What follows belongs to an exercise in optimizing a design on an open flow for small area; a production flow would make more cautious choices. In this exercise RTL edits were held to simulation tests only and were not proved equivalent to the original. No activity file was given, so power comes from the tool's default toggle rates.

// tlb
module tlb #(
  parameter XLEN = 64,
  parameter TLB_ENTRIES = 8   
) (
  input  wire             clk,
  input  wire             reset_n,
  input  wire             lookup_valid,       
  input  wire [XLEN-1:0]  lookup_vaddr,       
  input  wire             lookup_is_store,    
  input  wire             lookup_is_fetch,    
  output wire             lookup_hit,         
  output wire [XLEN-1:0]  lookup_paddr,       
  output wire             lookup_page_fault,  
  input  wire             update_valid,       
  input  wire [XLEN-1:0]  update_vpn,         
  input  wire [XLEN-1:0]  update_ppn,         
  input  wire [7:0]       update_pte,         
  input  wire [XLEN-1:0]  update_level,       
  input  wire [1:0]       privilege_mode,     
  input  wire             mstatus_sum,        
  input  wire             mstatus_mxr,        
  input  wire             translation_enabled,  
  input  wire             flush_all,          
  input  wire             flush_vaddr,        
  input  wire [XLEN-1:0]  flush_addr          
);
  localparam NE = 8;
  reg  [NE-1:0] tlb_valid;
  reg  [26:0]   tlb_vpn  [0:NE-1];
  reg  [51:0]   tlb_ppn  [0:NE-1];
  reg  [3:0]    tlb_kind [0:NE-1];   
  reg  [2:0]    tlb_replace_idx;
  wire upd_vpn_ok = ~|update_vpn[63:27];
  wire upd_lvl_hi0 = ~|update_level[63:2];
  wire upd_l1 = upd_lvl_hi0 & (update_level[1:0] == 2'd1);
  wire upd_l2 = upd_lvl_hi0 & (update_level[1:0] == 2'd2);
  ...
For scale: ~680 flip-flops, roughly 28,000 µm² of cells after synthesis.
export LEC_CHECK = 0
export CAP_MARGIN = 20
export CORE_MARGIN = 2
export CORE_UTILIZATION = 70
export SLEW_MARGIN = 20
create_clock -name core_clock -period 12.0 [get_ports {clk}]
standard.sh (not shown) runs the stock make flow with config.mk's settings and CLKGATE_MAP_FILE= SYNTH_SCRIPT=/design/flow/synth_recipe.tcl, a recipe that flattens the netlist after the stock synthesis.
==> flow/flow/run.sh <==
#!/bin/bash
# Standard ORFS layout with these changes, which only affect area:
#  - synthesis maps logic with an area-oriented ABC script (flow/synth.tcl
#    wraps synth_recipe.tcl and swaps in flow/abc_area.script)
#  - ports are buffered with the smallest buffer (sky130_fd_sc_hd__buf_1)
#  - CTS uses clkbuf_8 leaf clock buffers in clusters of at most 14
#    flip-flops, and inserts no dummy loads
# Each step's full log stays in orfs/logs/; make's own output goes to make.log.
set -euo pipefail
export FLOW_ABC_SCRIPT=$PWD/flow/abc_area.script
export FLOW_SYNTH_TCL=$PWD/synth_recipe.tcl
bash standard.sh \
  SYNTH_SCRIPT=$PWD/flow/synth.tcl \
  BUFFER_PORTS_ARGS="-buffer_cell sky130_fd_sc_hd__buf_1" \
  CTS_ARGS="-sink_clustering_enable -repair_clock_nets -dont_use_dummy_load -buf_list {sky130_fd_sc_hd__clkbuf_8} -root_buf sky130_fd_sc_hd__clkbuf_16 -tree_buf sky130_fd_sc_hd__clkbuf_8 -sink_clustering_size 16 -sink_clustering_max_diameter 60" \
  finish > make.log 2>&1
==> flow/flow/abc_area.script <==
&get -n
&st
&syn2
&dch -f
&nf -R 1000 -F 8 -A 4
&put
==> flow/flow/synth.tcl <==
# The standard synthesis (synth_recipe.tcl), with one change: the ABC
# mapping step uses an area-oriented script (flow/abc_area.script) in place
# of ORFS's abc_speed.script. Registers are mapped exactly as before.
proc abc {args} {
  set i [lsearch -exact $args -script]
  if { $i >= 0 } {
    lset args [expr { $i + 1 }] $::env(FLOW_ABC_SCRIPT)
  }
  puts "abc: using script $::env(FLOW_ABC_SCRIPT)"

  yosys abc {*}$args
}
source $::env(FLOW_SYNTH_TCL)
Next try:
==> flow/flow/run.sh (replaced) <==
#!/bin/bash
# Standard ORFS layout with two changes that only affect area:
#  - ports are buffered with the smallest buffer (sky130_fd_sc_hd__buf_1)
#  - CTS uses small leaf clock buffers in clusters of at most 9 flip-flops,
#    and inserts no dummy loads
# Each step's full log stays in orfs/logs/; make's own output goes to make.log.
set -euo pipefail
bash standard.sh \
  BUFFER_PORTS_ARGS="-buffer_cell sky130_fd_sc_hd__buf_1" \
  CTS_ARGS="-sink_clustering_enable -repair_clock_nets -dont_use_dummy_load -buf_list {sky130_fd_sc_hd__clkbuf_8} -root_buf sky130_fd_sc_hd__clkbuf_16 -tree_buf sky130_fd_sc_hd__clkbuf_8 -sink_clustering_size 14 -sink_clustering_max_diameter 80" \
  finish > make.log 2>&1
- CORE_UTILIZATION: 70 -> 40
removed: flow/flow/abc_area.script
removed: flow/flow/synth.tcl
Synthesized area rose by about 5%.
Die area rose by 82%.
Design area rose by about 5%.
Clock skew hardly moves.
Routed wire length rose by about 22%.
Core utilization fell by 33 points.
Fmax rose by 8.2%.
Total power rose by about 2%.
Clock-buffer cell count rose by 3.
Final cell count rose by about 22%.
Next try:
==> flow/flow/run.sh (replaced) <==
#!/bin/bash
bash standard.sh > standard.log 2>&1
Result: The changed run ran to the end with no violations. Die area is unchanged. Utilization rises by 4.6 points. Non-clock buffer count goes down by 13. Cell count rose by about 2%. Global-route usage is higher by 0.17 points. Combinational power rose by about 7%. Setup slack is worse by 0.79 ns. Cell area climbs by about 10%. Wire length increases by 0.66%. Flip-flop and latch count is unchanged. Synthesized area does not change.
Next try:
==> flow/flow/run.sh (replaced) <==
#!/bin/bash
# Standard ORFS layout with these changes, which only affect area:
#  - synthesis maps logic with an area-oriented ABC script (flow/synth.tcl
#    wraps synth_recipe.tcl and swaps in flow/abc_area.script)
#  - ports are buffered with the smallest buffer (sky130_fd_sc_hd__buf_1)
#  - CTS uses clkbuf_8 leaf clock buffers in clusters of at most 14
#    flip-flops, and inserts no dummy loads
# Each step's full log stays in orfs/logs/; make's own output goes to make.log.
set -euo pipefail
export FLOW_ABC_SCRIPT=$PWD/flow/abc_area.script
export FLOW_SYNTH_TCL=$PWD/synth_recipe.tcl
bash standard.sh \
  SYNTH_SCRIPT=$PWD/flow/synth.tcl \
  BUFFER_PORTS_ARGS="-buffer_cell sky130_fd_sc_hd__buf_1" \
  CTS_ARGS="-sink_clustering_enable -repair_clock_nets -dont_use_dummy_load -buf_list {sky130_fd_sc_hd__clkbuf_8} -root_buf sky130_fd_sc_hd__clkbuf_16 -tree_buf sky130_fd_sc_hd__clkbuf_8 -sink_clustering_size 14 -sink_clustering_max_diameter 80" \
  finish > make.log 2>&1
==> flow/flow/abc_area.script (new file) <==
&get -n
&st
&syn2
&dch -f
&nf -R 1000 -F 8 -A 4
&put
==> flow/flow/synth.tcl (new file) <==
# The standard synthesis (synth_recipe.tcl), with one change: the ABC
# mapping step uses an area-oriented script (flow/abc_area.script) in place
# of ORFS's abc_speed.script. Registers are mapped exactly as before.
proc abc {args} {
  set i [lsearch -exact $args -script]
  if { $i >= 0 } {
    lset args [expr { $i + 1 }] $::env(FLOW_ABC_SCRIPT)
  }
  puts "abc: using script $::env(FLOW_ABC_SCRIPT)"

  yosys abc {*}$args
}
source $::env(FLOW_SYNTH_TCL)
- CORE_UTILIZATION: 40 -> 70
Outcome:
- The new run ran to the end with no violations
- area after synthesis went down by 4.8%
- worst hold slack gets better by 0.0052 ns
- sequential power hardly moves
- non-clock buffer count falls by 6
- utilization increases by 29 points
- total power is lower by 20%
- final cell count drops by 19%
- via count falls by 2.8%
- register-to-register slack degrades by 0.06 ns

[separate check: timing with driven ports]
How much do the figures lean on ideal ports? The routed layouts below were timed once more, with nothing changed but the port constraints.
Step 1 assumes that a clkbuf_16 drives the clock port and a buf_2 every other input.
Step 2, shift: input delay + t, output delay - t, t = (earliest + latest rising clock arrival at the registers) / 2. This alone moves slack from input paths to output paths.
Three values: ideal, step 1, step 2; two values: the first two.
run	t, ns	setup WS [ns]	latest minus earliest clock arrival (ns)
the first run	0.619	1.352 / 1.324 / 1.324	0.042 / 0.042
the second run	0.643	2.160 / 2.127 / 2.127	0.053 / 0.053
the third run	0.683	1.370 / 1.334 / 1.334	0.028 / 0.028
the fourth run	0.620	1.389 / 1.360 / 1.360	0.046 / 0.046
After both steps setup and hold are still met in every run listed. The setup slack of the third run, which loses most, moves by -0.036 ns with the drivers and by -0.036 ns with both steps.
